This design comes from an exercise in tuning for small area on the open sky130 flow, not from production work.
RTL that was checked went through simulation tests only; none was proved equivalent to the original.
For run 1, only the layout was checked, not whether the RTL still works.

==> flow/design.v (outline; a module is shown in full before it is edited, if it fits) <==
// module fpu_fa: 4 lines
// module fpu_ha: 4 lines
// module fpu_unpack: 29 lines
// module fpu_compute: 1008 lines
// module fpu_cpa: 300 lines
// module fpu_normalize: 20 lines
// module fpu_top: 50 lines
module fpu_top(
    input clk,
    input [31:0] a,
    input [31:0] b,
    input [1:0] op,
    output [31:0] out
    );
  // ...
==> flow/flow/run.sh <==
#!/bin/bash
# Standard ORFS layout with two changes:
#  - synthesis runs flow/synth.tcl: the standard flow's synthesis script, except that the
#    final ABC mapping of the modules outside the multiplier stage uses an
#    area-oriented ABC script (flow/area.abc);
#  - the input and output ports are buffered with sky130_fd_sc_hd__buf_1
#    instead of the delay buffer that buffer_ports picks by default.
# make's full output goes to flow.log (ORFS's per-step logs are in orfs/logs).
bash standard.sh SYNTH_SCRIPT=$PWD/flow/synth.tcl "BUFFER_PORTS_ARGS=-buffer_cell sky130_fd_sc_hd__buf_1" finish > flow.log 2>&1
==> flow/flow/area.abc <==
strash
dch
map -a
topo
stime -c
==> flow/flow/synth.tcl <==
# The standard flow's synthesis script (synth_recipe.tcl), with one change: the final ABC
# mapping of the modules outside the multiplier stage (fpu_compute) uses an
# area-oriented ABC script (area.abc, next to this file) instead of ORFS's
# speed script. Everything else, registers included, is as in synth_recipe.tcl.
proc synth {args} { yosys synth -nofsm -noshare {*}$args }
set my_area_abc [file join [file dirname [file normalize [info script]]] area.abc]
set my_speed_modules {fpu_cpa}
set my_area_modules {fpu_compute fpu_top fpu_unpack fpu_normalize fpu_fa fpu_ha}
proc abc {args} {
  set i [lsearch -exact $args -script]
  set area_args [lreplace $args [expr {$i + 1}] [expr {$i + 1}] $::my_area_abc]
  if {[llength $::my_speed_modules]} { yosys abc {*}$args {*}$::my_speed_modules }
  if {[llength $::my_area_modules]} { yosys abc {*}$area_args {*}$::my_area_modules }
}
source $::env(SCRIPTS_DIR)/synth.tcl
# left out here: clear keep_hierarchy, flatten, clean up, hide names made inside functions, write 1_2_yosys.v
==> flow/standard.sh <==
#!/bin/bash
# synth_recipe.tcl (not shown) runs the flow's synth.tcl, then flattens the netlist and writes it again
# the make line also repeats each setting of config.mk as NAME=value (left out here)
make -C /OpenROAD-flow-scripts/flow DESIGN_CONFIG=/design/flow/config.mk WORK_HOME=/design/flow/orfs CLKGATE_MAP_FILE= SYNTH_SCRIPT=/design/flow/synth_recipe.tcl "${@:-finish}"
==> flow/config.mk <==
export PLATFORM = sky130hd
export DESIGN_NAME = fpu_top
export DESIGN_NICKNAME = fpu_top
export VERILOG_FILES = /design/flow/design.v
export SDC_FILE = /design/flow/constraint.sdc
export NUM_CORES = 4
export LEC_CHECK = 0
export CAP_MARGIN = 0
export CORE_MARGIN = 2
export CORE_UTILIZATION = 40
export SLEW_MARGIN = 0
export SYNTH_HIERARCHICAL = 1
export SYNTH_MINIMUM_KEEP_SIZE = 0
==> flow/constraint.sdc <==
create_clock -name core_clock -period 7.5 [get_ports {clk}]
set_input_delay 1.5000 -clock core_clock [delete_from_list [all_inputs] [get_ports {clk}]]
set_output_delay 1.5000 -clock core_clock [all_outputs]
set_load 0.01 [all_outputs]
==> flow_metrics.py, run 1 <==
metrics = {
    "sta": {
        "rsz0062_at_grt": "no",
        "holdWs_ns": 0.324,
        "max_slew_margin_pct": 24.7,
        "finalSetupViolCount": 0,
    },
    "synthesis": {
        "synth_compound_area_share_pct": 18.5,
        "synth-xor-area-share_pct": 14.6,
        "dominantRegCellSynth": "dfxtp_1",
        "synth_top_family_by_area": "adder cells",
        "avgSynthCellArea_um2": 9.36,
        "yosys.area_share.adder_pct": 35.5,
    },
    "place": {
        "portBuffers": 98,
        "dpl-instance-area_um2": 22500,
    },
    "setup_path": {
        "crit_path_end_kind": "register",
        "cpPeakStageDelay_ns": 0.59,
        "r2r_end": "u_S2[21]",
        "crit_slowest_cell": "clkinv_1",
        "reg2reg_slack_ns": 0.38,
        "critPathMostFrequentCell": "fa_1",
        "cp.arrival_ns": 7.46,
    },
    "route": {
        "ant_nets": 0,
        "wl_per_cell_um": 20.6,
        "vias": 17421,
    },
    "cells_and_area": {
        "nonClockInverterCount": 196,
        "num-nonclk-buffers": 198,
        "fill_cells": 4876,
        "buf_share_pct": 4.89,
        "ff_latch_area_um2": 3890,
        "multi_input_area_um2": 15900,
    },
    "floorplanning": {
        "start_util_pct": 40.7,
        "die_area_um2": 53000,
    },
    "clock_tree": {
        "htreeDepth": 4,
        "cts_buffer_depth": 2,
        "cts_tree": "done",
    },
    "outcome": {
        "status": "timing/DRC/antenna clean",
    },
    "global_route": {
        "grt_util_all_layers_pct": 24.0,
        "use_met1_pct": 32.9,
        "first_global_vias": 17535,
    },
    "worst_hold_path": {
        "whs_path_depth": 0,
    },
}
==> module fpu_cpa, before the edit <==
module fpu_cpa(
    input [94:0] v,
    output [24:0] u
    );
    wire w1 = v[0] & v[1];
    wire w2 = v[0] | v[1];
    wire w3 = v[3] & v[4];
    wire w4 = v[3] | v[4];
    wire w5 = v[5] & v[6];
    wire w6 = v[5] | v[6];
    wire w7 = v[7] & v[8];
    wire w8 = v[7] | v[8];
    wire w9 = v[9] & v[10];
    wire w10 = v[9] | v[10];
    wire w11 = v[11] & v[12];
    wire w12 = v[11] | v[12];
    wire w13 = v[13] & v[14];
    wire w14 = v[13] | v[14];
    wire w15 = v[15] & v[16];
    wire w16 = v[15] | v[16];
    wire w17 = v[17] & v[18];
    wire w18 = v[17] | v[18];
    wire w19 = v[19] & v[20];
    wire w20 = v[19] | v[20];
    wire w21 = v[21] & v[22];
    wire w22 = v[21] | v[22];
    wire w23 = v[23] & v[24];
    wire w24 = v[23] | v[24];
    wire w25 = v[25] & v[26];
    wire w26 = v[25] | v[26];
    wire w27 = v[27] & v[28];
    wire w28 = v[27] | v[28];
    wire w29 = v[29] & v[30];
    wire w30 = v[29] | v[30];
    wire w31 = v[31] & v[32];
    wire w32 = v[31] | v[32];
    wire w33 = v[33] & v[34];
    wire w34 = v[33] | v[34];
    wire w35 = v[35] & v[36];
    wire w36 = v[35] | v[36];
    wire w37 = v[37] & v[38];
    wire w38 = v[37] | v[38];
    wire w39 = v[39] & v[40];
    wire w40 = v[39] | v[40];
    wire w41 = v[41] & v[42];
    wire w42 = v[41] | v[42];
    wire w43 = v[43] & v[44];
    wire w44 = v[43] | v[44];
    wire w45 = 1'b0 | (v[2] & w1);
    wire w46 = v[2] & w2;
    wire w47 = w3 | (w4 & w45);
    wire w48 = w4 & w46;
    wire w49 = w5 | (w6 & w47);
    wire w50 = w6 & w48;
    wire w51 = w7 | (w8 & w49);
    wire w52 = w8 & w50;
    wire w53 = w9 | (w10 & w51);
    wire w54 = w10 & w52;
    wire w55 = w11 | (w12 & w53);
    wire w56 = w12 & w54;
    wire w57 = w15 | (w16 & w13);
    wire w58 = w16 & w14;
    wire w59 = w57 | (w58 & w55);
    wire w60 = w58 & w56;
    wire w61 = w17 | (w18 & w59);
    wire w62 = w18 & w60;
    wire w63 = w21 | (w22 & w19);
    wire w64 = w22 & w20;
    wire w65 = w63 | (w64 & w61);
    wire w66 = w64 & w62;
    wire w67 = w25 | (w26 & w23);
    wire w68 = w26 & w24;
    wire w69 = w67 | (w68 & w65);
    wire w70 = w68 & w66;
    wire w71 = w29 | (w30 & w27);
    wire w72 = w30 & w28;
    wire w73 = w33 | (w34 & w31);
    wire w74 = w34 & w32;
    wire w75 = w71 | (w72 & w69);
    wire w76 = w72 & w70;
    wire w77 = w35 | (w36 & w73);
    wire w78 = w36 & w74;
    wire w79 = w77 | (w78 & w75);
    wire w80 = w78 & w76;
    wire w81 = w39 | (w40 & w37);
    wire w82 = w40 & w38;
    wire w83 = w43 | (w44 & w41);
    wire w84 = w44 & w42;
    wire w85 = w81 | (w82 & w79);
    wire w86 = w82 & w80;
    wire w87 = w83 | (w84 & w85);
    wire w88 = w84 & w86;
    wire hs1, hc1;
    fpu_ha ha1 (.a(v[45]), .b(v[46]), .s(hs1), .co(hc1));
    wire hs2, hc2;
    fpu_ha ha2 (.a(v[47]), .b(v[48]), .s(hs2), .co(hc2));
    wire hs3, hc3;
    fpu_ha ha3 (.a(v[49]), .b(v[50]), .s(hs3), .co(hc3));
    wire hs4, hc4;
    fpu_ha ha4 (.a(v[51]), .b(v[52]), .s(hs4), .co(hc4));
    wire hs5, hc5;
    fpu_ha ha5 (.a(v[53]), .b(v[54]), .s(hs5), .co(hc5));
    wire hs6, hc6;
    fpu_ha ha6 (.a(v[55]), .b(v[56]), .s(hs6), .co(hc6));
    wire hs7, hc7;
    fpu_ha ha7 (.a(v[57]), .b(v[58]), .s(hs7), .co(hc7));
    wire hs8, hc8;
    fpu_ha ha8 (.a(v[59]), .b(v[60]), .s(hs8), .co(hc8));
    wire hs9, hc9;
    fpu_ha ha9 (.a(v[61]), .b(v[62]), .s(hs9), .co(hc9));
    wire hs10, hc10;
    fpu_ha ha10 (.a(v[63]), .b(v[64]), .s(hs10), .co(hc10));
    wire hs11, hc11;
    fpu_ha ha11 (.a(v[65]), .b(v[66]), .s(hs11), .co(hc11));
    wire hs12, hc12;
    fpu_ha ha12 (.a(v[67]), .b(v[68]), .s(hs12), .co(hc12));
    wire hs13, hc13;
    fpu_ha ha13 (.a(v[69]), .b(v[70]), .s(hs13), .co(hc13));
    wire hs14, hc14;
    fpu_ha ha14 (.a(v[71]), .b(v[72]), .s(hs14), .co(hc14));
    wire hs15, hc15;
    fpu_ha ha15 (.a(v[73]), .b(v[74]), .s(hs15), .co(hc15));
    wire hs16, hc16;
    fpu_ha ha16 (.a(v[75]), .b(v[76]), .s(hs16), .co(hc16));
    wire hs17, hc17;
    fpu_ha ha17 (.a(v[77]), .b(v[78]), .s(hs17), .co(hc17));
    wire hs18, hc18;
    fpu_ha ha18 (.a(v[79]), .b(v[80]), .s(hs18), .co(hc18));
    wire hs19, hc19;
    fpu_ha ha19 (.a(v[81]), .b(v[82]), .s(hs19), .co(hc19));
    wire hs20, hc20;
    fpu_ha ha20 (.a(v[83]), .b(v[84]), .s(hs20), .co(hc20));
    wire hs21, hc21;
    fpu_ha ha21 (.a(v[85]), .b(v[86]), .s(hs21), .co(hc21));
    wire hs22, hc22;
    fpu_ha ha22 (.a(v[87]), .b(v[88]), .s(hs22), .co(hc22));
    wire hs23, hc23;
    fpu_ha ha23 (.a(v[89]), .b(v[90]), .s(hs23), .co(hc23));
    wire hs24, hc24;
    fpu_ha ha24 (.a(v[91]), .b(v[92]), .s(hs24), .co(hc24));
    wire hs25, hc25;
    fpu_ha ha25 (.a(v[93]), .b(v[94]), .s(hs25), .co(hc25));
    wire w89 = hc2 | (hs2 & hc1);
    wire w90 = hs2 & hs1;
    wire w91 = hc4 | (hs4 & hc3);
    wire w92 = hs4 & hs3;
    wire w93 = hc6 | (hs6 & hc5);
    wire w94 = hs6 & hs5;
    wire w95 = hc8 | (hs8 & hc7);
    wire w96 = hs8 & hs7;
    wire w97 = hc10 | (hs10 & hc9);
    wire w98 = hs10 & hs9;
    wire w99 = hc12 | (hs12 & hc11);
    wire w100 = hs12 & hs11;
    wire w101 = hc14 | (hs14 & hc13);
    wire w102 = hs14 & hs13;
    wire w103 = hc16 | (hs16 & hc15);
    wire w104 = hs16 & hs15;
    wire w105 = hc18 | (hs18 & hc17);
    wire w106 = hs18 & hs17;
    wire w107 = hc20 | (hs20 & hc19);
    wire w108 = hs20 & hs19;
    wire w109 = hc22 | (hs22 & hc21);
    wire w110 = hs22 & hs21;
    wire w111 = hc24 | (hs24 & hc23);
    wire w112 = hs24 & hs23;
    wire w113 = hc3 | (hs3 & w89);
    wire w114 = hs3 & w90;
    wire w115 = w91 | (w92 & w89);
    wire w116 = w92 & w90;
    wire w117 = hc7 | (hs7 & w93);
    wire w118 = hs7 & w94;
    wire w119 = w95 | (w96 & w93);
    wire w120 = w96 & w94;
    wire w121 = hc11 | (hs11 & w97);
    wire w122 = hs11 & w98;
    wire w123 = w99 | (w100 & w97);
    wire w124 = w100 & w98;
    wire w125 = hc15 | (hs15 & w101);
    wire w126 = hs15 & w102;
    wire w127 = w103 | (w104 & w101);
    wire w128 = w104 & w102;
    wire w129 = hc19 | (hs19 & w105);
    wire w130 = hs19 & w106;
    wire w131 = w107 | (w108 & w105);
    wire w132 = w108 & w106;
    wire w133 = hc23 | (hs23 & w109);
    wire w134 = hs23 & w110;
    wire w135 = w111 | (w112 & w109);
    wire w136 = w112 & w110;
    wire w137 = hc5 | (hs5 & w115);
    wire w138 = hs5 & w116;
    wire w139 = w93 | (w94 & w115);
    wire w140 = w94 & w116;
    wire w141 = w117 | (w118 & w115);
    wire w142 = w118 & w116;
    wire w143 = w119 | (w120 & w115);
    wire w144 = w120 & w116;
    wire w145 = hc13 | (hs13 & w123);
    wire w146 = hs13 & w124;
    wire w147 = w101 | (w102 & w123);
    wire w148 = w102 & w124;
    wire w149 = w125 | (w126 & w123);
    wire w150 = w126 & w124;
    wire w151 = w127 | (w128 & w123);
    wire w152 = w128 & w124;
    wire w153 = hc21 | (hs21 & w131);
    wire w154 = hs21 & w132;
    wire w155 = w109 | (w110 & w131);
    wire w156 = w110 & w132;
    wire w157 = w133 | (w134 & w131);
    wire w158 = w134 & w132;
    wire w159 = w135 | (w136 & w131);
    wire w160 = w136 & w132;
    wire w161 = hc9 | (hs9 & w143);
    wire w162 = hs9 & w144;
    wire w163 = w97 | (w98 & w143);
    wire w164 = w98 & w144;
    wire w165 = w121 | (w122 & w143);
    wire w166 = w122 & w144;
    wire w167 = w123 | (w124 & w143);
    wire w168 = w124 & w144;
    wire w169 = w145 | (w146 & w143);
    wire w170 = w146 & w144;
    wire w171 = w147 | (w148 & w143);
    wire w172 = w148 & w144;
    wire w173 = w149 | (w150 & w143);
    wire w174 = w150 & w144;
    wire w175 = w151 | (w152 & w143);
    wire w176 = w152 & w144;
    wire w177 = hc25 | (hs25 & w159);
    wire w178 = hs25 & w160;
    wire w179 = hc17 | (hs17 & w175);
    wire w180 = hs17 & w176;
    wire w181 = w105 | (w106 & w175);
    wire w182 = w106 & w176;
    wire w183 = w129 | (w130 & w175);
    wire w184 = w130 & w176;
    wire w185 = w131 | (w132 & w175);
    wire w186 = w132 & w176;
    wire w187 = w153 | (w154 & w175);
    wire w188 = w154 & w176;
    wire w189 = w155 | (w156 & w175);
    wire w190 = w156 & w176;
    wire w191 = w157 | (w158 & w175);
    wire w192 = w158 & w176;
    wire w193 = w159 | (w160 & w175);
    wire w194 = w160 & w176;
    wire w195 = w177 | (w178 & w175);
    wire w196 = w178 & w176;
    wire w197 = hc1 | (hs1 & w87);
    wire w198 = w89 | (w90 & w87);
    wire w199 = w113 | (w114 & w87);
    wire w200 = w115 | (w116 & w87);
    wire w201 = w137 | (w138 & w87);
    wire w202 = w139 | (w140 & w87);
    wire w203 = w141 | (w142 & w87);
    wire w204 = w143 | (w144 & w87);
    wire w205 = w161 | (w162 & w87);
    wire w206 = w163 | (w164 & w87);
    wire w207 = w165 | (w166 & w87);
    wire w208 = w167 | (w168 & w87);
    wire w209 = w169 | (w170 & w87);
    wire w210 = w171 | (w172 & w87);
    wire w211 = w173 | (w174 & w87);
    wire w212 = w175 | (w176 & w87);
    wire w213 = w179 | (w180 & w87);
    wire w214 = w181 | (w182 & w87);
    wire w215 = w183 | (w184 & w87);
    wire w216 = w185 | (w186 & w87);
    wire w217 = w187 | (w188 & w87);
    wire w218 = w189 | (w190 & w87);
    wire w219 = w191 | (w192 & w87);
    wire w220 = w193 | (w194 & w87);
    assign u[0] = hs1 ^ w87;
    assign u[1] = hs2 ^ w197;
    assign u[2] = hs3 ^ w198;
    assign u[3] = hs4 ^ w199;
    assign u[4] = hs5 ^ w200;
    assign u[5] = hs6 ^ w201;
    assign u[6] = hs7 ^ w202;
    assign u[7] = hs8 ^ w203;
    assign u[8] = hs9 ^ w204;
    assign u[9] = hs10 ^ w205;
    assign u[10] = hs11 ^ w206;
    assign u[11] = hs12 ^ w207;
    assign u[12] = hs13 ^ w208;
    assign u[13] = hs14 ^ w209;
    assign u[14] = hs15 ^ w210;
    assign u[15] = hs16 ^ w211;
    assign u[16] = hs17 ^ w212;
    assign u[17] = hs18 ^ w213;
    assign u[18] = hs19 ^ w214;
    assign u[19] = hs20 ^ w215;
    assign u[20] = hs21 ^ w216;
    assign u[21] = hs22 ^ w217;
    assign u[22] = hs23 ^ w218;
    assign u[23] = hs24 ^ w219;
    assign u[24] = hs25 ^ w220;
endmodule
==> run 2, diff against run 1 <==
--- a/flow/design.v
+++ b/flow/design.v
@@ -1189,161 +1189,160 @@
     fpu_ha ha24 (.a(v[91]), .b(v[92]), .s(hs24), .co(hc24));
-    wire hs25, hc25;
-    fpu_ha ha25 (.a(v[93]), .b(v[94]), .s(hs25), .co(hc25));
-    wire w89 = hc2 | (hs2 & hc1);
-    wire w90 = hs2 & hs1;
-    wire w91 = hc4 | (hs4 & hc3);
-    wire w92 = hs4 & hs3;
-    wire w93 = hc6 | (hs6 & hc5);
-    wire w94 = hs6 & hs5;
-    wire w95 = hc8 | (hs8 & hc7);
-    wire w96 = hs8 & hs7;
-    wire w97 = hc10 | (hs10 & hc9);
-    wire w98 = hs10 & hs9;
-    wire w99 = hc12 | (hs12 & hc11);
-    wire w100 = hs12 & hs11;
-    wire w101 = hc14 | (hs14 & hc13);
-    wire w102 = hs14 & hs13;
-    wire w103 = hc16 | (hs16 & hc15);
-    wire w104 = hs16 & hs15;
-    wire w105 = hc18 | (hs18 & hc17);
-    wire w106 = hs18 & hs17;
-    wire w107 = hc20 | (hs20 & hc19);
-    wire w108 = hs20 & hs19;
-    wire w109 = hc22 | (hs22 & hc21);
-    wire w110 = hs22 & hs21;
-    wire w111 = hc24 | (hs24 & hc23);
-    wire w112 = hs24 & hs23;
-    wire w113 = hc3 | (hs3 & w89);
-    wire w114 = hs3 & w90;
-    wire w115 = w91 | (w92 & w89);
-    wire w116 = w92 & w90;
-    wire w117 = hc7 | (hs7 & w93);
-    wire w118 = hs7 & w94;
-    wire w119 = w95 | (w96 & w93);
-    wire w120 = w96 & w94;
-    wire w121 = hc11 | (hs11 & w97);
-    wire w122 = hs11 & w98;
-    wire w123 = w99 | (w100 & w97);
-    wire w124 = w100 & w98;
-    wire w125 = hc15 | (hs15 & w101);
-    wire w126 = hs15 & w102;
-    wire w127 = w103 | (w104 & w101);
-    wire w128 = w104 & w102;
-    wire w129 = hc19 | (hs19 & w105);
-    wire w130 = hs19 & w106;
-    wire w131 = w107 | (w108 & w105);
-    wire w132 = w108 & w106;
-    wire w133 = hc23 | (hs23 & w109);
-    wire w134 = hs23 & w110;
-    wire w135 = w111 | (w112 & w109);
-    wire w136 = w112 & w110;
-    wire w137 = hc5 | (hs5 & w115);
-    wire w138 = hs5 & w116;
-    wire w139 = w93 | (w94 & w115);
-    wire w140 = w94 & w116;
-    wire w141 = w117 | (w118 & w115);
-    wire w142 = w118 & w116;
-    wire w143 = w119 | (w120 & w115);
-    wire w144 = w120 & w116;
-    wire w145 = hc13 | (hs13 & w123);
-    wire w146 = hs13 & w124;
-    wire w147 = w101 | (w102 & w123);
-    wire w148 = w102 & w124;
-    wire w149 = w125 | (w126 & w123);
-    wire w150 = w126 & w124;
-    wire w151 = w127 | (w128 & w123);
-    wire w152 = w128 & w124;
-    wire w153 = hc21 | (hs21 & w131);
-    wire w154 = hs21 & w132;
-    wire w155 = w109 | (w110 & w131);
-    wire w156 = w110 & w132;
-    wire w157 = w133 | (w134 & w131);
-    wire w158 = w134 & w132;
-    wire w159 = w135 | (w136 & w131);
-    wire w160 = w136 & w132;
-    wire w161 = hc9 | (hs9 & w143);
-    wire w162 = hs9 & w144;
-    wire w163 = w97 | (w98 & w143);
-    wire w164 = w98 & w144;
-    wire w165 = w121 | (w122 & w143);
-    wire w166 = w122 & w144;
-    wire w167 = w123 | (w124 & w143);
-    wire w168 = w124 & w144;
-    wire w169 = w145 | (w146 & w143);
-    wire w170 = w146 & w144;
-    wire w171 = w147 | (w148 & w143);
-    wire w172 = w148 & w144;
-    wire w173 = w149 | (w150 & w143);
-    wire w174 = w150 & w144;
-    wire w175 = w151 | (w152 & w143);
-    wire w176 = w152 & w144;
-    wire w177 = hc25 | (hs25 & w159);
-    wire w178 = hs25 & w160;
-    wire w179 = hc17 | (hs17 & w175);
-    wire w180 = hs17 & w176;
-    wire w181 = w105 | (w106 & w175);
-    wire w182 = w106 & w176;
-    wire w183 = w129 | (w130 & w175);
-    wire w184 = w130 & w176;
-    wire w185 = w131 | (w132 & w175);
-    wire w186 = w132 & w176;
-    wire w187 = w153 | (w154 & w175);
-    wire w188 = w154 & w176;
-    wire w189 = w155 | (w156 & w175);
-    wire w190 = w156 & w176;
-    wire w191 = w157 | (w158 & w175);
-    wire w192 = w158 & w176;
-    wire w193 = w159 | (w160 & w175);
-    wire w194 = w160 & w176;
-    wire w195 = w177 | (w178 & w175);
-    wire w196 = w178 & w176;
-    wire w197 = hc1 | (hs1 & w87);
-    wire w198 = w89 | (w90 & w87);
-    wire w199 = w113 | (w114 & w87);
-    wire w200 = w115 | (w116 & w87);
-    wire w201 = w137 | (w138 & w87);
-    wire w202 = w139 | (w140 & w87);
-    wire w203 = w141 | (w142 & w87);
-    wire w204 = w143 | (w144 & w87);
-    wire w205 = w161 | (w162 & w87);
-    wire w206 = w163 | (w164 & w87);
-    wire w207 = w165 | (w166 & w87);
-    wire w208 = w167 | (w168 & w87);
-    wire w209 = w169 | (w170 & w87);
-    wire w210 = w171 | (w172 & w87);
-    wire w211 = w173 | (w174 & w87);
-    wire w212 = w175 | (w176 & w87);
-    wire w213 = w179 | (w180 & w87);
-    wire w214 = w181 | (w182 & w87);
-    wire w215 = w183 | (w184 & w87);
-    wire w216 = w185 | (w186 & w87);
-    wire w217 = w187 | (w188 & w87);
-    wire w218 = w189 | (w190 & w87);
-    wire w219 = w191 | (w192 & w87);
-    wire w220 = w193 | (w194 & w87);
+    wire w89 = v[93] ^ v[94];
+    wire w90 = hc2 | (hs2 & hc1);
+    wire w91 = hs2 & hs1;
+    wire w92 = hc4 | (hs4 & hc3);
+    wire w93 = hs4 & hs3;
+    wire w94 = hc6 | (hs6 & hc5);
+    wire w95 = hs6 & hs5;
+    wire w96 = hc8 | (hs8 & hc7);
+    wire w97 = hs8 & hs7;
+    wire w98 = hc10 | (hs10 & hc9);
+    wire w99 = hs10 & hs9;
+    wire w100 = hc12 | (hs12 & hc11);
+    wire w101 = hs12 & hs11;
+    wire w102 = hc14 | (hs14 & hc13);
+    wire w103 = hs14 & hs13;
+    wire w104 = hc16 | (hs16 & hc15);
+    wire w105 = hs16 & hs15;
+    wire w106 = hc18 | (hs18 & hc17);
+    wire w107 = hs18 & hs17;
+    wire w108 = hc20 | (hs20 & hc19);
+    wire w109 = hs20 & hs19;
+    wire w110 = hc22 | (hs22 & hc21);
+    wire w111 = hs22 & hs21;
+    wire w112 = hc24 | (hs24 & hc23);
+    wire w113 = hs24 & hs23;
+    wire w114 = hc3 | (hs3 & w90);
+    wire w115 = hs3 & w91;
+    wire w116 = w92 | (w93 & w90);
+    wire w117 = w93 & w91;
+    wire w118 = hc7 | (hs7 & w94);
+    wire w119 = hs7 & w95;
+    wire w120 = w96 | (w97 & w94);
+    wire w121 = w97 & w95;
+    wire w122 = hc11 | (hs11 & w98);
+    wire w123 = hs11 & w99;
+    wire w124 = w100 | (w101 & w98);
+    wire w125 = w101 & w99;
+    wire w126 = hc15 | (hs15 & w102);
+    wire w127 = hs15 & w103;
+    wire w128 = w104 | (w105 & w102);
+    wire w129 = w105 & w103;
+    wire w130 = hc19 | (hs19 & w106);
+    wire w131 = hs19 & w107;
+    wire w132 = w108 | (w109 & w106);
+    wire w133 = w109 & w107;
+    wire w134 = hc23 | (hs23 & w110);
+    wire w135 = hs23 & w111;
+    wire w136 = w112 | (w113 & w110);
+    wire w137 = w113 & w111;
+    wire w138 = hc5 | (hs5 & w116);
+    wire w139 = hs5 & w117;
+    wire w140 = w94 | (w95 & w116);
+    wire w141 = w95 & w117;
+    wire w142 = w118 | (w119 & w116);
+    wire w143 = w119 & w117;
+    wire w144 = w120 | (w121 & w116);
+    wire w145 = w121 & w117;
+    wire w146 = hc13 | (hs13 & w124);
+    wire w147 = hs13 & w125;
+    wire w148 = w102 | (w103 & w124);
+    wire w149 = w103 & w125;
+    wire w150 = w126 | (w127 & w124);
+    wire w151 = w127 & w125;
+    wire w152 = w128 | (w129 & w124);
+    wire w153 = w129 & w125;
+    wire w154 = hc21 | (hs21 & w132);
+    wire w155 = hs21 & w133;
+    wire w156 = w110 | (w111 & w132);
+    wire w157 = w111 & w133;
+    wire w158 = w134 | (w135 & w132);
+    wire w159 = w135 & w133;
+    wire w160 = w136 | (w137 & w132);
+    wire w161 = w137 & w133;
+    wire w162 = hc9 | (hs9 & w144);
+    wire w163 = hs9 & w145;
+    wire w164 = w98 | (w99 & w144);
+    wire w165 = w99 & w145;
+    wire w166 = w122 | (w123 & w144);
+    wire w167 = w123 & w145;
+    wire w168 = w124 | (w125 & w144);
+    wire w169 = w125 & w145;
+    wire w170 = w146 | (w147 & w144);
+    wire w171 = w147 & w145;
+    wire w172 = w148 | (w149 & w144);
+    wire w173 = w149 & w145;
+    wire w174 = w150 | (w151 & w144);
+    wire w175 = w151 & w145;
+    wire w176 = w152 | (w153 & w144);
+    wire w177 = w153 & w145;
+    wire w178 = 1'b0 | (w89 & w160);
+    wire w179 = w89 & w161;
+    wire w180 = hc17 | (hs17 & w176);
+    wire w181 = hs17 & w177;
+    wire w182 = w106 | (w107 & w176);
+    wire w183 = w107 & w177;
+    wire w184 = w130 | (w131 & w176);
+    wire w185 = w131 & w177;
+    wire w186 = w132 | (w133 & w176);
+    wire w187 = w133 & w177;
+    wire w188 = w154 | (w155 & w176);
+    wire w189 = w155 & w177;
+    wire w190 = w156 | (w157 & w176);
+    wire w191 = w157 & w177;
+    wire w192 = w158 | (w159 & w176);
+    wire w193 = w159 & w177;
+    wire w194 = w160 | (w161 & w176);
+    wire w195 = w161 & w177;
+    wire w196 = w178 | (w179 & w176);
+    wire w197 = w179 & w177;
+    wire w198 = hc1 | (hs1 & w87);
+    wire w199 = w90 | (w91 & w87);
+    wire w200 = w114 | (w115 & w87);
+    wire w201 = w116 | (w117 & w87);
+    wire w202 = w138 | (w139 & w87);
+    wire w203 = w140 | (w141 & w87);
+    wire w204 = w142 | (w143 & w87);
+    wire w205 = w144 | (w145 & w87);
+    wire w206 = w162 | (w163 & w87);
+    wire w207 = w164 | (w165 & w87);
+    wire w208 = w166 | (w167 & w87);
+    wire w209 = w168 | (w169 & w87);
+    wire w210 = w170 | (w171 & w87);
+    wire w211 = w172 | (w173 & w87);
+    wire w212 = w174 | (w175 & w87);
+    wire w213 = w176 | (w177 & w87);
+    wire w214 = w180 | (w181 & w87);
+    wire w215 = w182 | (w183 & w87);
+    wire w216 = w184 | (w185 & w87);
+    wire w217 = w186 | (w187 & w87);
+    wire w218 = w188 | (w189 & w87);
+    wire w219 = w190 | (w191 & w87);
+    wire w220 = w192 | (w193 & w87);
+    wire w221 = w194 | (w195 & w87);
     assign u[0] = hs1 ^ w87;
-    assign u[1] = hs2 ^ w197;
-    assign u[2] = hs3 ^ w198;
-    assign u[3] = hs4 ^ w199;
-    assign u[4] = hs5 ^ w200;
-    assign u[5] = hs6 ^ w201;
-    assign u[6] = hs7 ^ w202;
-    assign u[7] = hs8 ^ w203;
-    assign u[8] = hs9 ^ w204;
-    assign u[9] = hs10 ^ w205;
-    assign u[10] = hs11 ^ w206;
-    assign u[11] = hs12 ^ w207;
-    assign u[12] = hs13 ^ w208;
-    assign u[13] = hs14 ^ w209;
-    assign u[14] = hs15 ^ w210;
-    assign u[15] = hs16 ^ w211;
-    assign u[16] = hs17 ^ w212;
-    assign u[17] = hs18 ^ w213;
-    assign u[18] = hs19 ^ w214;
-    assign u[19] = hs20 ^ w215;
-    assign u[20] = hs21 ^ w216;
-    assign u[21] = hs22 ^ w217;
-    assign u[22] = hs23 ^ w218;
-    assign u[23] = hs24 ^ w219;
-    assign u[24] = hs25 ^ w220;
+    assign u[1] = hs2 ^ w198;
+    assign u[2] = hs3 ^ w199;
+    assign u[3] = hs4 ^ w200;
+    assign u[4] = hs5 ^ w201;
+    assign u[5] = hs6 ^ w202;
+    assign u[6] = hs7 ^ w203;
+    assign u[7] = hs8 ^ w204;
+    assign u[8] = hs9 ^ w205;
+    assign u[9] = hs10 ^ w206;
+    assign u[10] = hs11 ^ w207;
+    assign u[11] = hs12 ^ w208;
+    assign u[12] = hs13 ^ w209;
+    assign u[13] = hs14 ^ w210;
+    assign u[14] = hs15 ^ w211;
+    assign u[15] = hs16 ^ w212;
+    assign u[16] = hs17 ^ w213;
+    assign u[17] = hs18 ^ w214;
+    assign u[18] = hs19 ^ w215;
+    assign u[19] = hs20 ^ w216;
+    assign u[20] = hs21 ^ w217;
+    assign u[21] = hs22 ^ w218;
+    assign u[22] = hs23 ^ w219;
+    assign u[23] = hs24 ^ w220;
+    assign u[24] = w89 ^ w221;
 endmodule
--- a/flow/flow/synth.tcl
+++ b/flow/flow/synth.tcl
@@ -6,4 +6,4 @@
 set my_area_abc [file join [file dirname [file normalize [info script]]] area.abc]
-set my_speed_modules {fpu_cpa}
-set my_area_modules {fpu_compute fpu_top fpu_unpack fpu_normalize fpu_fa fpu_ha}
+set my_speed_modules {}
+set my_area_modules {fpu_cpa fpu_compute fpu_top fpu_unpack fpu_normalize fpu_fa fpu_ha}
 proc abc {args} {
@@ -14,2 +14,4 @@
 }
+# full and half adder cells are taken only from the adder modules
+proc extract_fa {args} { yosys extract_fa {*}$args fpu_fa fpu_ha }
 source $::env(SCRIPTS_DIR)/synth.tcl
--- a/flow/config.mk
+++ b/flow/config.mk
@@ -7,6 +7,6 @@
 export LEC_CHECK = 0
-export CAP_MARGIN = 0
+export CAP_MARGIN = 20
 export CORE_MARGIN = 2
 export CORE_UTILIZATION = 40
-export SLEW_MARGIN = 0
+export SLEW_MARGIN = 20
 export SYNTH_HIERARCHICAL = 1
==> flow_metrics.py, run 2 <==
metrics = {
    "synthesis": {
        "yosysTopAreaCellShare_pct": 27.5,
        "netlist_instances": 2281,
        "synthSimpleGateAreaFrac_pct": 10.4,
        "synth_cell_types": 36,
        "syn_area_um2": 19900,
        "synth_compound_area_share_pct": 19.2,
        "synth_seq_cells": 194,
        "synth.top_cells.by_count": "xor2_1, o22ai_1, fa_1",
        "ys_warn_count": 7,
        "dominantRegCellSynth": "dfxtp_1",
        "synth-xor-area-share_pct": 15.2,
        "avgSynthCellArea_um2": 8.72,
        "synth.most_common_cell": "xor2_1",
        "seq_area_frac_synth_pct": 19.5,
        "async_flop_share_pct": 0,
        "synth_edf_count": 0,
        "syn-num-nets": 2679,
        "synth_top_family_by_area": "adder cells",
        "synth_top_cells_by_area": "fa_1, dfxtp_1, xor2_1",
        "synth.area.mux_share_pct": 0.201,
        "yosys.area_share.adder_pct": 31.1,
        "yosys.area.top_type": "fa_1",
    },
    "setup_path": {
        "critPathKind": "register to register",
        "cp.arrival_ns": 7.47,
        "r2r_end": "u_S2[24]",
        "reg2reg_slack_ns": 0.42,
        "reg2reg_depth": 34,
        "cpPeakStageDelay_ns": 0.52,
        "cp-start-kind": "register",
        "crit_path_end_kind": "register",
        "crit_required_ns": 7.89,
        "crit_slowest_cell": "fa_1",
        "critPathMaxFanout": 12,
        "r2r_start": "d_S1[3]",
    },
    "worst_hold_path": {
        "min_to": "r4[31]",
        "hold_path.class": "register to register",
        "worstHoldStart": "r3[31]",
        "whs_path_depth": 0,
    },
    "place": {
        "dp.cells": 3241,
        "portBuffers": 98,
        "dpl.hpwl_um": 54800,
        "routabilityCongestion": 0.975,
    },
    "clock_tree": {
        "cts_root_buf": "clkbuf_16",
        "cts_buffer_depth": 2,
        "clk_latency_ns": 0.46,
        "htreeDepth": 4,
        "cts.sinks": 194,
        "cts_buffers": 17,
        "hold_buffers": 0,
        "clk_pin_slew_worst_paths_ns": 0.08,
        "cts_tree": "done",
    },
    "route": {
        "drc": 0,
        "wl_met3_um": 4660,
        "viasPerCell": 5.52,
        "vias": 18071,
        "finalWirelength_um": 67200,
        "wl_per_cell_um": 20.5,
        "wl_met1_um": 30500,
        "first_iter_violations": 1565,
        "routed-wl-met2_um": 30500,
        "dr.pass1.iters": 6,
        "ant_nets": 0,
        "highest-signal-layer": "met4",
    },
    "sta": {
        "finClkSkew_ns": 0.0199,
        "hold_viol": 0,
        "max_freq_mhz": 141,
        "max_slew_margin_pct": 30.9,
        "final_max_slew_viol_count": 0,
        "finalCritPeriodShare_pct": 94.4,
        "rsz0062_at_grt": "yes",
        "min_period_ns": 7.08,
        "tightest_slew_ns": 1.03,
        "finalSetupViolCount": 0,
    },
    "floorplanning": {
        "rows": 81,
        "die_area_um2": 51600,
        "start_util_pct": 40.6,
        "ios": 99,
        "coreArea_um2": 49100,
        "dieWidth_um": 227,
        "die_y_um": 227,
    },
    "cells_and_area": {
        "layout_commonest_cell": "xor2_1",
        "fill_cells": 4830,
        "drive_gt1_share_pct": 12.5,
        "synthToLayoutAreaGrowth_pct": 18.4,
        "top_regs": "r3: 32 flops, r4: 32 flops, r5: 32 flops",
        "utilization_pct": 48.0,
        "nets": 2996,
        "mostFrequentLayoutCells": "xor2_1, o22ai_1, fa_1",
        "final-instance-count-excl-fill": 3275,
        "antenna_cells": 0,
    },
    "global_route": {
        "grt_overflow": 0,
        "grt_pass1_wl_um": 104000,
        "grt_util_all_layers_pct": 26.4,
        "grt_max_degree": 75,
        "antenna_found_initial": 0,
        "first_global_vias": 17866,
    },
    "outcome": {
        "status": "timing/DRC/antenna clean",
    },
    "flow_run": {
        "max-cap-violations": 0,
    },
}
-- run 2: layer usage --
layer | GRT usage (%) | up-vias
met5 | 0 | -
met1 | 37.2 | 8780
met3 | 4.67 | 89
li1 | - | 8486
met4 | 6.33 | 0
met2 | 42.3 | 716
-- run 2: how the worst max path moves through the flow --
stage	start	endpoint	slack, ns	cells after the start
CTS	d_S1[1]	u_S2[17]	0.02	37
global route	is_add_S1	u_S2[24]	-0.04	35
floorplan	sub_S2	r3[30]	0.01	28
finish	d_S1[3]	u_S2[24]	0.42	34
global placement	d_S1[0]	u_S2[17]	0.11	37
detailed placement	d_S1[1]	u_S2[17]	0.09	37
-- run 2: repair_timing --
action	CTS	global route
gates resized for setup	0	72
setup buffers	0	2
endpoints found under the setup margin	0	10
-- run 2: logic make-up after synthesis --
logic type               Yosys count
AND/OR/NAND/NOR                  526
AO/OA/AOI/OAI                    647
XOR/XNOR                         346
multiplexers                       4
flip-flops                       194
adder cells (fa/ha/maj)          331
buffers and inverters            233
-- run 2: cell type report --
type	instances	area, um2	area share (%)
well taps	664	831	3.53
clock buffers	17	425	1.81
multi-input cells	1854	15400	65.2
flip-flops and latches	194	3900	16.6
repair buffers	298	1890	8.00
inverters	233	943	4.00
clock inverters	15	214	0.908
-- run 2: through the flow --
step / setup slack, ns / TNS (ns) / hold slack, ns / instance area (um2)
3_5_place_dp: 0.0861 / 0 / 0.312 / 22700
5_1_grt: -0.0432 / -0.0432 / 0.325 / 23600
2_1_floorplan: 0.0119 / 0 / 0.310 / 20000
6_report: 0.422 / 0 / 0.323 / 23600
3_3_place_gp: 0.111 / 0 / 0.310 / 22700
4_1_cts: 0.0246 / 0 / 0.323 / 23300
-- run 2: critical path: cells and delay by family, from the launching register on --
kind / cells / cell delay (ns)
flops: 1 / 0.32
fa+ha+maj: 7 / 3.03
simple gates: 7 / 0.96
buf+inv: 10 / 1.26
xor+xnor: 2 / 0.36
compound gates: 8 / 1.05
-- run 2: modules after synthesis, one instance, submodules excluded --
| module | cells inside | area [um2] | flops+latches |
|---|---|---|---|
| fpu_normalize | 329 | 1590 | 0 |
| fpu_ha | 1 | 12.5 | 0 |
| fpu_cpa | 201 | 1020 | 0 |
| fpu_fa | 1 | 20.0 | 0 |
| fpu_compute | 853 | 5480 | 0 |
| fpu_unpack | 373 | 1740 | 0 |
| fpu_top | 194 | 3880 | 194 |
==> run 3, diff against run 2 <==
--- a/flow/flow/synth.tcl
+++ b/flow/flow/synth.tcl
@@ -6,4 +6,4 @@
 set my_area_abc [file join [file dirname [file normalize [info script]]] area.abc]
-set my_speed_modules {}
-set my_area_modules {fpu_cpa fpu_compute fpu_top fpu_unpack fpu_normalize fpu_fa fpu_ha}
+set my_speed_modules {fpu_cpa}
+set my_area_modules {fpu_compute fpu_top fpu_unpack fpu_normalize fpu_fa fpu_ha}
 proc abc {args} {
==> flow_metrics.py, run 3 <==
metrics = {
    "synthesis": {
        "avgSynthCellArea_um2": 8.84,
        "dominantRegCellSynth": "dfxtp_1",
        "synth.top_cells.by_count": "xor2_1, o22ai_1, fa_1",
        "yosys.area_share.adder_pct": 30.8,
        "synth_seq_cells": 194,
        "ys_warn_count": 7,
        "synth_top_cells_by_area": "fa_1, dfxtp_1, xor2_1",
        "synthSimpleGateAreaFrac_pct": 10.7,
        "synth.most_common_cell": "xor2_1",
        "synth-xor-area-share_pct": 14.7,
        "yosys.area.top_type": "fa_1",
        "synth_edf_count": 0,
        "synth.area.mux_share_pct": 0.298,
        "synth_compound_area_share_pct": 20.5,
        "syn_area_um2": 20200,
        "yosysTopAreaCellShare_pct": 27.1,
        "synth_top_family_by_area": "adder cells",
        "syn-num-nets": 2679,
        "seq_area_frac_synth_pct": 19.3,
        "synth_cell_types": 65,
        "netlist_instances": 2281,
        "async_flop_share_pct": 0,
    },
    "global_route": {
        "grt_overflow": 0,
        "grt_max_degree": 69,
        "first_global_vias": 18338,
        "grt_pass1_wl_um": 103000,
        "antenna_found_initial": 1,
        "grt_util_all_layers_pct": 25.1,
    },
    "cells_and_area": {
        "multi_input_area_um2": 15500,
        "synthToLayoutAreaGrowth_pct": 12.9,
        "mostFrequentLayoutCells": "xor2_1, o22ai_1, fa_1",
        "antenna_cells": 0,
        "nets": 2891,
        "fill_cells": 4878,
        "layout_commonest_cell": "xor2_1",
        "drive_gt1_share_pct": 6.11,
        "ff_latch_area_um2": 3880,
        "top_regs": "r3: 32 flops, r4: 32 flops, r5: 32 flops",
    },
    "setup_path": {
        "reg2reg_slack_ns": 0.30,
        "crit_path_end_kind": "register",
        "crit_required_ns": 7.84,
        "cp.arrival_ns": 7.53,
        "critPathMaxFanout": 12,
        "cp-start-kind": "register",
        "critPathKind": "register to register",
    },
    "sta": {
        "max_slew_margin_pct": 20.5,
        "final_max_slew_viol_count": 0,
        "worst_slack_ns": 0.304,
        "rsz0062_at_grt": "no",
        "max_freq_mhz": 139,
        "hold_viol": 0,
        "min_period_ns": 7.20,
        "finalCritPeriodShare_pct": 96.0,
        "tns_ns": 0,
        "finalSetupViolCount": 0,
        "tightest_slew_ns": 1.19,
        "holdWs_ns": 0.327,
        "finClkSkew_ns": 0.0145,
    },
    "floorplanning": {
        "ios": 99,
        "die_area_um2": 52200,
        "dieWidth_um": 229,
        "rows": 82,
        "die_y_um": 229,
        "coreArea_um2": 50000,
        "start_util_pct": 40.4,
    },
    "clock_tree": {
        "cts_buffer_depth": 2,
        "cts.sinks": 194,
        "cts_buffers": 17,
        "htreeDepth": 4,
        "cts_root_buf": "clkbuf_16",
        "clk_pin_slew_worst_paths_ns": 0.08,
        "cts_tree": "done",
        "hold_buffers": 0,
        "clk_latency_ns": 0.47,
    },
    "route": {
        "drc": 0,
        "ant_nets": 0,
        "vias": 18190,
        "dr.pass1.iters": 7,
        "first_iter_violations": 1742,
        "viasPerCell": 5.72,
        "wl_per_cell_um": 20.8,
        "finalWirelength_um": 66000,
    },
    "place": {
        "routabilityCongestion": 0.949,
        "dp_slack_ns": 0.319,
        "portBuffers": 98,
        "dpl.hpwl_um": 50000,
    },
    "outcome": {
        "status": "timing/DRC/antenna clean",
    },
    "flow_run": {
        "max-cap-violations": 0,
    },
    "worst_hold_path": {
        "hold_path.class": "register to register",
    },
}
-- run 3: cell count changes after synthesis, sizes merged, moves of 6 or more --
cell	previous run	this run
nand2	249	256
o21ai	191	184
inv	0	12
clkinv	233	193
nor2	225	199
a31oi	10	16
xor2	337	317
xnor2	9	21
nor3	14	22
o211ai	2	8
-- run 3: worst max-delay path: stages, from the launching register on --
cell       delay [ns]
dfxtp_1          0.33
clkinv_1         0.20
nor2_2           0.34
nand2_1          0.08
o21ai_0          0.09
buf_4            0.18
clkinv_1         0.42
buf_4            0.37
o22ai_1          0.24
xor2_1           0.13
fa_1             0.47
fa_1             0.46
fa_1             0.42
fa_1             0.42
fa_1             0.47
ha_1             0.33
o22ai_1          0.14
nor2_1           0.33
o2111ai_1        0.29
a31oi_4          0.51
o2111ai_4        0.19
a21boi_2         0.30
o21a_1           0.23
o211ai_1         0.11
-- run 3: cells by family (layout without fill, tap and decap cells) --
kind of cell / count (synthesis) / count (layout)
compound gates: 676 / 676
simple gates: 530 / 530
xor+xnor: 338 / 338
fa+ha+maj: 332 / 332
buf+inv: 205 / 430
flops: 194 / 194
mux: 6 / 6
-- run 3: path summary, 6_finish.rpt --
kind | start | to | depth (start not counted)
worst max-delay path | is_add_S1 | u_S2[13] | 23
worst min-delay path | r3[18] | r4[18] | 0
worst max register to register | is_add_S1 | u_S2[13] | 23
worst min register to register | r3[18] | r4[18] | 0
-- run 3: per-module statistics from Yosys, one instance, submodules excluded --
module | copies in the design | cells | cell area [um2]
fpu_compute | 1 | 853 | 5480
fpu_top | 1 | 194 | 3880
fpu_unpack | 1 | 373 | 1740
fpu_normalize | 1 | 329 | 1590
fpu_cpa | 1 | 201 | 1290
fpu_fa | 273 | 1 | 20.0
fpu_ha | 58 | 1 | 12.5
-- run 3: cell type report --
cell class                      count  share of cell area, %
Tap cell                          672                   3.69
Timing Repair Buffer              193                   4.80
Sequential cell                   194                   17.1
Multi-Input combinational cell   1882                   68.2
Clock buffer                       17                   1.87
Inverter                          205                   3.38
Clock inverter                     15                   1.01
-- run 3: layer usage --
layer  GRT usage [%]  vias up  share of wire [%]
met5               0        -                  0
met4            10.3        0                3.9
met3            6.10      180                9.5
met2            40.8      944                 46
met1            31.9     8684                 40
li1                -     8382                  -
-- run 3: through the flow --
step                instance area (um2)  util (%)  std cells
finish                            22800      45.6       3178
global route                      22800      45.6       3178
CTS                               22800      45.6       3178
detailed placement                22100      44.3       3146
global placement                  22100      44.3       3146
floorplan                         20200         -       2281
-- run 3: timing repair --
item,4_1_cts,5_1_grt
setup buffers,0,0
setup endpoints to repair,0,7
gates resized for setup,0,2
==> run 4, diff against run 3 <==
--- a/flow/config.mk
+++ b/flow/config.mk
@@ -10,2 +10,4 @@
 export CORE_UTILIZATION = 40
+export CTS_CLUSTER_DIAMETER = 200
+export CTS_CLUSTER_SIZE = 40
 export SLEW_MARGIN = 20
==> flow_metrics.py, run 4 <==
metrics = {
    "global_route": {
        "grt_util_all_layers_pct": 25.1,
        "grt_overflow": 0,
        "first_global_vias": 18338,
        "grt_pass1_wl_um": 103000,
        "grt_max_degree": 69,
        "antenna_found_initial": 1,
    },
    "synthesis": {
        "dominantRegCellSynth": "dfxtp_1",
        "syn_area_um2": 20200,
        "synth_cell_types": 65,
        "synth.most_common_cell": "xor2_1",
        "ys_warn_count": 7,
        "synth-xor-area-share_pct": 14.7,
        "async_flop_share_pct": 0,
        "yosys.area_share.adder_pct": 30.8,
        "synth.top_cells.by_count": "xor2_1, o22ai_1, fa_1",
        "syn-num-nets": 2679,
        "yosysTopAreaCellShare_pct": 27.1,
        "netlist_instances": 2281,
        "synth_compound_area_share_pct": 20.5,
        "synth_edf_count": 0,
        "seq_area_frac_synth_pct": 19.3,
        "yosys.area.top_type": "fa_1",
        "synth_top_family_by_area": "adder cells",
        "synth.area.mux_share_pct": 0.298,
        "avgSynthCellArea_um2": 8.84,
        "synth_top_cells_by_area": "fa_1, dfxtp_1, xor2_1",
        "synth_seq_cells": 194,
        "synthSimpleGateAreaFrac_pct": 10.7,
    },
    "route": {
        "first_iter_violations": 1742,
        "dr.pass1.iters": 7,
        "wl_per_cell_um": 20.8,
        "drc": 0,
        "vias": 18190,
        "finalWirelength_um": 66000,
        "ant_nets": 0,
        "viasPerCell": 5.72,
    },
    "setup_path": {
        "crit_chain": "clkinv_1, nor2_2, nand2_1, o21ai_0, buf_4, clkinv_1, buf_4, o22ai_1, xor2_1, fa_1, fa_1, fa_1, fa_1, fa_1, ha_1, o22ai_1, nor2_1, o2111ai_1, a31oi_4, o2111ai_4, a21boi_2, o21a_1, o211ai_1",
        "r2r_start": "is_add_S1",
        "cp.arrival_ns": 7.53,
        "crit_required_ns": 7.84,
        "critPathKind": "register to register",
        "crit_buf_inv": 4,
        "crit_path_end_kind": "register",
        "cpPeakStageDelay_ns": 0.51,
        "cp_top_family": "adder cells",
        "reg2reg_slack_ns": 0.30,
        "cp-start-kind": "register",
        "critPathMaxFanout": 12,
        "crit_slowest_cell": "a31oi_4",
        "reg2reg_depth": 23,
        "startpoint": "is_add_S1",
        "cp_num_cells": 23,
        "r2r_end": "u_S2[13]",
        "critPathMostFrequentCell": "fa_1",
        "crit_path_end": "u_S2[13]",
    },
    "floorplanning": {
        "rows": 82,
        "ios": 99,
        "coreArea_um2": 50000,
        "dieWidth_um": 229,
        "start_util_pct": 40.4,
        "die_y_um": 229,
        "die_area_um2": 52200,
    },
    "place": {
        "dpl.hpwl_um": 50000,
        "routabilityCongestion": 0.949,
        "dp_slack_ns": 0.319,
        "dpl-instance-area_um2": 22100,
        "portBuffers": 98,
    },
    "clock_tree": {
        "hold_buffers": 0,
        "cts_buffer_depth": 2,
        "cts_tree": "done",
        "cts_root_buf": "clkbuf_16",
        "htreeDepth": 4,
        "cts_buffers": 17,
        "clk_latency_ns": 0.47,
        "cts.sinks": 194,
        "clk_pin_slew_worst_paths_ns": 0.08,
        "cts_setup_buffers": 0,
    },
    "sta": {
        "finalCritPeriodShare_pct": 96.0,
        "final_max_slew_viol_count": 0,
        "tns_ns": 0,
        "tightest_slew_ns": 1.19,
        "max_slew_margin_pct": 20.5,
        "max_freq_mhz": 139,
        "holdWs_ns": 0.327,
        "rsz0062_at_grt": "no",
        "hold_viol": 0,
        "finClkSkew_ns": 0.0145,
        "worst_slack_ns": 0.304,
        "finalSetupViolCount": 0,
        "min_period_ns": 7.20,
    },
    "cells_and_area": {
        "top_regs": "r3: 32 flops, r4: 32 flops, r5: 32 flops",
        "stdcell_area_um2": 22800,
        "synthToLayoutAreaGrowth_pct": 12.9,
        "antenna_cells": 0,
        "utilization_pct": 45.6,
        "mostFrequentLayoutCells": "xor2_1, o22ai_1, fa_1",
        "nets": 2891,
        "drive_gt1_share_pct": 6.11,
        "layout_commonest_cell": "xor2_1",
    },
    "flow_run": {
        "max-cap-violations": 0,
    },
    "outcome": {
        "status": "timing/DRC/antenna clean",
    },
    "worst_hold_path": {
        "hold_path.class": "register to register",
    },
}
-- run 4: cell counts in the layout (fill, tap and decap cells not counted) --
No cell type changed its count.
-- run 4: worst register-to-register path, cell delays in order (launching register included) --
cell,delay [ns]
dfxtp_1,0.33
clkinv_1,0.20
nor2_2,0.34
nand2_1,0.08
o21ai_0,0.09
buf_4,0.18
clkinv_1,0.42
buf_4,0.38
o22ai_1,0.24
xor2_1,0.13
fa_1,0.47
fa_1,0.46
fa_1,0.42
fa_1,0.42
fa_1,0.47
ha_1,0.33
o22ai_1,0.14
nor2_1,0.33
o2111ai_1,0.29
a31oi_4,0.51
o2111ai_4,0.20
a21boi_2,0.30
o21a_1,0.24
o211ai_1,0.11
-- run 4: Yosys stat by module (local to each module, per instance) --
| module | cells inside | flip-flops and latches | cell area, um2 |
|---|---|---|---|
| fpu_compute | 853 | 0 | 5480 |
| fpu_top | 194 | 194 | 3880 |
| fpu_unpack | 373 | 0 | 1740 |
| fpu_normalize | 329 | 0 | 1590 |
| fpu_cpa | 201 | 0 | 1290 |
| fpu_fa | 1 | 0 | 20.0 |
| fpu_ha | 1 | 0 | 12.5 |
-- run 4: kinds of logic (layout without fill, tap and decap cells) --
family,Yosys count,count (layout)
xor+xnor,338,338
simple gates,530,530
mux,6,6
compound gates,676,676
flops,194,194
fa+ha+maj,332,332
buf+inv,205,430
-- run 4: timing repair --
action,4_1_cts,5_1_grt
gates resized for setup,0,2
setup endpoints to repair,0,7
endpoints found under the hold margin,0,0
-- run 4: metrics by stage --
stage,cells
after floorplan,2281
after global placement,3146
after detailed placement,3146
after CTS,3178
after global routing,3178
final,3178
-- run 4: cell type report --
cell class,count,area [um2]
fill,4878,27200
multi-input combinational,1882,15500
sequential,194,3880
timing repair buffer,193,1090
tap,672,841
inverter,205,769
clock buffer,17,425
clock inverter,15,229
-- run 4: layer usage --
| layer | share of wire (%) | routed length [um] | vias to the layer above | GRT usage (%) |
|---|---|---|---|---|
| li1 | - | - | 8382 | - |
| met1 | 40 | 26700 | 8684 | 31.9 |
| met2 | 46 | 30500 | 944 | 40.8 |
| met3 | 9.5 | 6260 | 180 | 6.10 |
| met4 | 3.9 | 2550 | 0 | 10.3 |
| met5 | 0 | 0 | - | 0 |
-- run 4: worst min path at each step --
stage / from / end / slack (ns) / cells past startpoint
after detailed placement: r3[1] / r4[1] / 0.31 / 0
final: r3[18] / r4[18] / 0.33 / 0
after floorplan: e_S1[0] / e_S2[0] / 0.31 / 0
after global routing: r3[20] / r4[20] / 0.33 / 0
after global placement: r4[17] / r5[17] / 0.31 / 0
after CTS: r3[8] / r4[8] / 0.33 / 0
==> run 5, diff against run 4 <==
--- a/flow/flow/run.sh
+++ b/flow/flow/run.sh
@@ -8,2 +8,2 @@
 # make's full output goes to flow.log (ORFS's per-step logs are in orfs/logs).
-bash standard.sh SYNTH_SCRIPT=$PWD/flow/synth.tcl "BUFFER_PORTS_ARGS=-buffer_cell sky130_fd_sc_hd__buf_1" finish > flow.log 2>&1
+bash standard.sh SYNTH_SCRIPT=$PWD/flow/synth.tcl "BUFFER_PORTS_ARGS=-buffer_cell sky130_fd_sc_hd__buf_1" GPL_KEEP_OVERFLOW=0 finish > flow.log 2>&1
--- a/flow/config.mk
+++ b/flow/config.mk
@@ -10,4 +10,2 @@
 export CORE_UTILIZATION = 40
-export CTS_CLUSTER_DIAMETER = 200
-export CTS_CLUSTER_SIZE = 40
 export SLEW_MARGIN = 20
==> flow_metrics.py, run 5 <==
metrics = {
    "cells_and_area": {
        "top_regs": "r3: 32 flops, r4: 32 flops, r5: 32 flops",
        "utilization_pct": 46.5,
        "fill_cells": 4812,
        "ff_latch_area_um2": 3900,
        "nets": 2855,
        "multi_input_area_um2": 15800,
        "layout_commonest_cell": "xor2_1",
        "synthToLayoutAreaGrowth_pct": 15.1,
        "mostFrequentLayoutCells": "xor2_1, o22ai_1, fa_1",
        "drive_gt1_share_pct": 7.65,
    },
    "floorplanning": {
        "die_area_um2": 52200,
        "start_util_pct": 40.4,
        "die_y_um": 229,
        "dieWidth_um": 229,
        "rows": 82,
        "coreArea_um2": 50000,
        "ios": 99,
    },
    "clock_tree": {
        "cts.sinks": 194,
        "cts_root_buf": "clkbuf_16",
        "htreeDepth": 4,
        "cts_tree": "done",
        "cts_buffer_depth": 2,
        "cts_buffers": 17,
        "hold_buffers": 0,
        "clk_pin_slew_worst_paths_ns": 0.09,
        "clk_latency_ns": 0.47,
    },
    "sta": {
        "worst_slack_ns": 0.303,
        "finalCritPeriodShare_pct": 96.0,
        "min_period_ns": 7.20,
        "max_freq_mhz": 139,
        "final_max_slew_viol_count": 0,
        "hold_viol": 0,
        "tns_ns": 0,
        "holdWs_ns": 0.317,
        "max_slew_margin_pct": 18.8,
        "rsz0062_at_grt": "no",
        "finClkSkew_ns": 0.0176,
        "tightest_slew_ns": 1.22,
        "finalSetupViolCount": 0,
    },
    "global_route": {
        "grt_pass1_wl_um": 103000,
        "grt_max_degree": 84,
        "grt_overflow": 0,
        "first_global_vias": 18189,
        "grt_util_all_layers_pct": 25.2,
        "antenna_found_initial": 2,
    },
    "setup_path": {
        "startpoint": "is_add_S1",
        "crit_required_ns": 7.87,
        "reg2reg_depth": 22,
        "cp.arrival_ns": 7.57,
        "critPathMaxFanout": 17,
        "r2r_end": "u_S2[23]",
        "crit_path_end": "u_S2[23]",
        "critPathKind": "register to register",
        "crit_path_end_kind": "register",
        "reg2reg_slack_ns": 0.30,
        "cp-start-kind": "register",
        "r2r_start": "is_add_S1",
    },
    "synthesis": {
        "yosys.area.top_type": "fa_1",
        "seq_area_frac_synth_pct": 19.3,
        "synth_cell_types": 65,
        "yosysTopAreaCellShare_pct": 27.1,
        "syn-num-nets": 2679,
        "dominantRegCellSynth": "dfxtp_1",
        "synth_seq_cells": 194,
        "synth.top_cells.by_count": "xor2_1, o22ai_1, fa_1",
        "synth_top_cells_by_area": "fa_1, dfxtp_1, xor2_1",
        "async_flop_share_pct": 0,
        "avgSynthCellArea_um2": 8.84,
        "syn_area_um2": 20200,
        "synth_edf_count": 0,
        "synth.most_common_cell": "xor2_1",
        "netlist_instances": 2281,
        "ys_warn_count": 7,
    },
    "route": {
        "wl_per_cell_um": 21.2,
        "finalWirelength_um": 66700,
        "viasPerCell": 5.82,
        "dr.pass1.iters": 6,
        "ant_nets": 0,
        "vias": 18286,
        "first_iter_violations": 1788,
        "drc": 0,
    },
    "place": {
        "dp_slack_ns": -1.70,
        "portBuffers": 98,
        "dpl.hpwl_um": 47700,
        "routabilityCongestion": 0.921,
    },
    "worst_hold_path": {
        "hold_path.class": "register to register",
        "worstHoldStart": "r3[18]",
    },
    "flow_run": {
        "max-cap-violations": 0,
    },
    "outcome": {
        "status": "timing/DRC/antenna clean",
    },
}
## run 5: logic make-up after synthesis
family / synth area share (%)
AO/OA/AOI/OAI: 20.5
XOR/XNOR: 14.7
adder cells (fa/ha/maj): 30.8
buffers and inverters: 3.82
flip-flops: 19.3
multiplexers: 0.298
AND/OR/NAND/NOR: 10.7
## run 5: stage by stage
| step | std cells | area [um2] |
|---|---|---|
| floorplan | 2281 | 20200 |
| global placement | 3051 | 21400 |
| detailed placement | 3079 | 22100 |
| CTS | 3138 | 23100 |
| global route | 3142 | 23200 |
| finish | 3143 | 23200 |
## run 5: worst max-delay path: stages (launching register included)
cell and delay (ns):
dfxtp_2 0.42, inv_4 0.21, nor2_4 0.07, buf_4 0.15, buf_4 0.13, a21oi_4 0.57, clkinv_1 0.48, a21oi_1 0.31
fa_1 0.50, fa_1 0.48, fa_1 0.46, fa_1 0.52, fa_1 0.42, ha_1 0.29, ha_1 0.36, o21ai_0 0.23
o21ai_0 0.13, nor4b_1 0.18, o31a_1 0.31, o21ai_1 0.14, o211ai_1 0.17, or4_1 0.43, o311ai_1 0.10
## run 5: worst min-delay path by stage
stage	endpoint	slack [ns]	depth (start not counted)
floorplan	e_S2[0]	0.31	0
global placement	r5[12]	0.31	0
detailed placement	r4[0]	0.31	0
CTS	r5[22]	0.32	0
global route	r5[22]	0.32	0
finish	r4[18]	0.32	0
## run 5: cell type report
cell class / instances / share of cell area (%)
sequential: 194 / 16.8
multi-input combinational: 1882 / 67.9
tap: 672 / 3.62
clock inverter: 15 / 0.900
timing repair inverter: 12 / 0.264
timing repair buffer: 145 / 4.88
inverter: 205 / 3.79
clock buffer: 17 / 1.83
antenna: 1 / 0.0108
## run 5: Yosys stat by module, one instance, submodules excluded
module,cells inside,cell area (um2),flip-flops and latches,copies in the design
fpu_compute,853,5480,0,1
fpu_normalize,329,1590,0,1
fpu_ha,1,12.5,0,58
fpu_top,194,3880,194,1
fpu_unpack,373,1740,0,1
fpu_cpa,201,1290,0,1
fpu_fa,1,20.0,0,273
## run 5: metal layers
metal,global-route usage (%),part of all wire (%)
met1,31.1,39
met2,41.5,46
met3,6.14,9.9
met4,11.7,4.9
met5,0,0
## run 5: timing repair
item	CTS	global route
resized for setup	86	12
pin swaps	1	0
endpoints found under the setup margin	25	26
buffers inserted	16	2
cloned	11	1
endpoints found under the hold margin	0	0

==> separate check: timing with driven ports <==
Ports are ideal in the flow. The routed layouts listed here were re-timed in OpenROAD.
Step 1 sets driving cells, clkbuf_16 on the clock port and buf_2 on the other inputs (assumed; they add their load-dependent delay and slew).
Step 2, shift: input delay + t, output delay - t, t = (earliest + latest rising clock arrival at the registers) / 2. This alone moves slack from input paths to output paths.
a / b / c = ideal ports / drivers / drivers and shift; a / b = the first two.
run	t (ns)	setup WS [ns]	worst setup path at the end	slew at the worst register clock pin (ns)	worst slew at a driven data input, ns
run 1	0.493	0.380 / 0.380 / 0.380	register to register	0.08 / 0.08	0.06
run 2	0.506	0.422 / 0.422 / 0.422	register to register	0.08 / 0.08	0.07
run 3	0.512	0.304 / 0.304 / 0.304	register to register	0.09 / 0.09	0.04
run 4	0.512	0.304 / 0.304 / 0.304	register to register	0.09 / 0.09	0.04
run 5	0.518	0.303 / 0.303 / 0.303	register to register	0.10 / 0.10	0.05
After both steps every run listed still meets setup and hold.
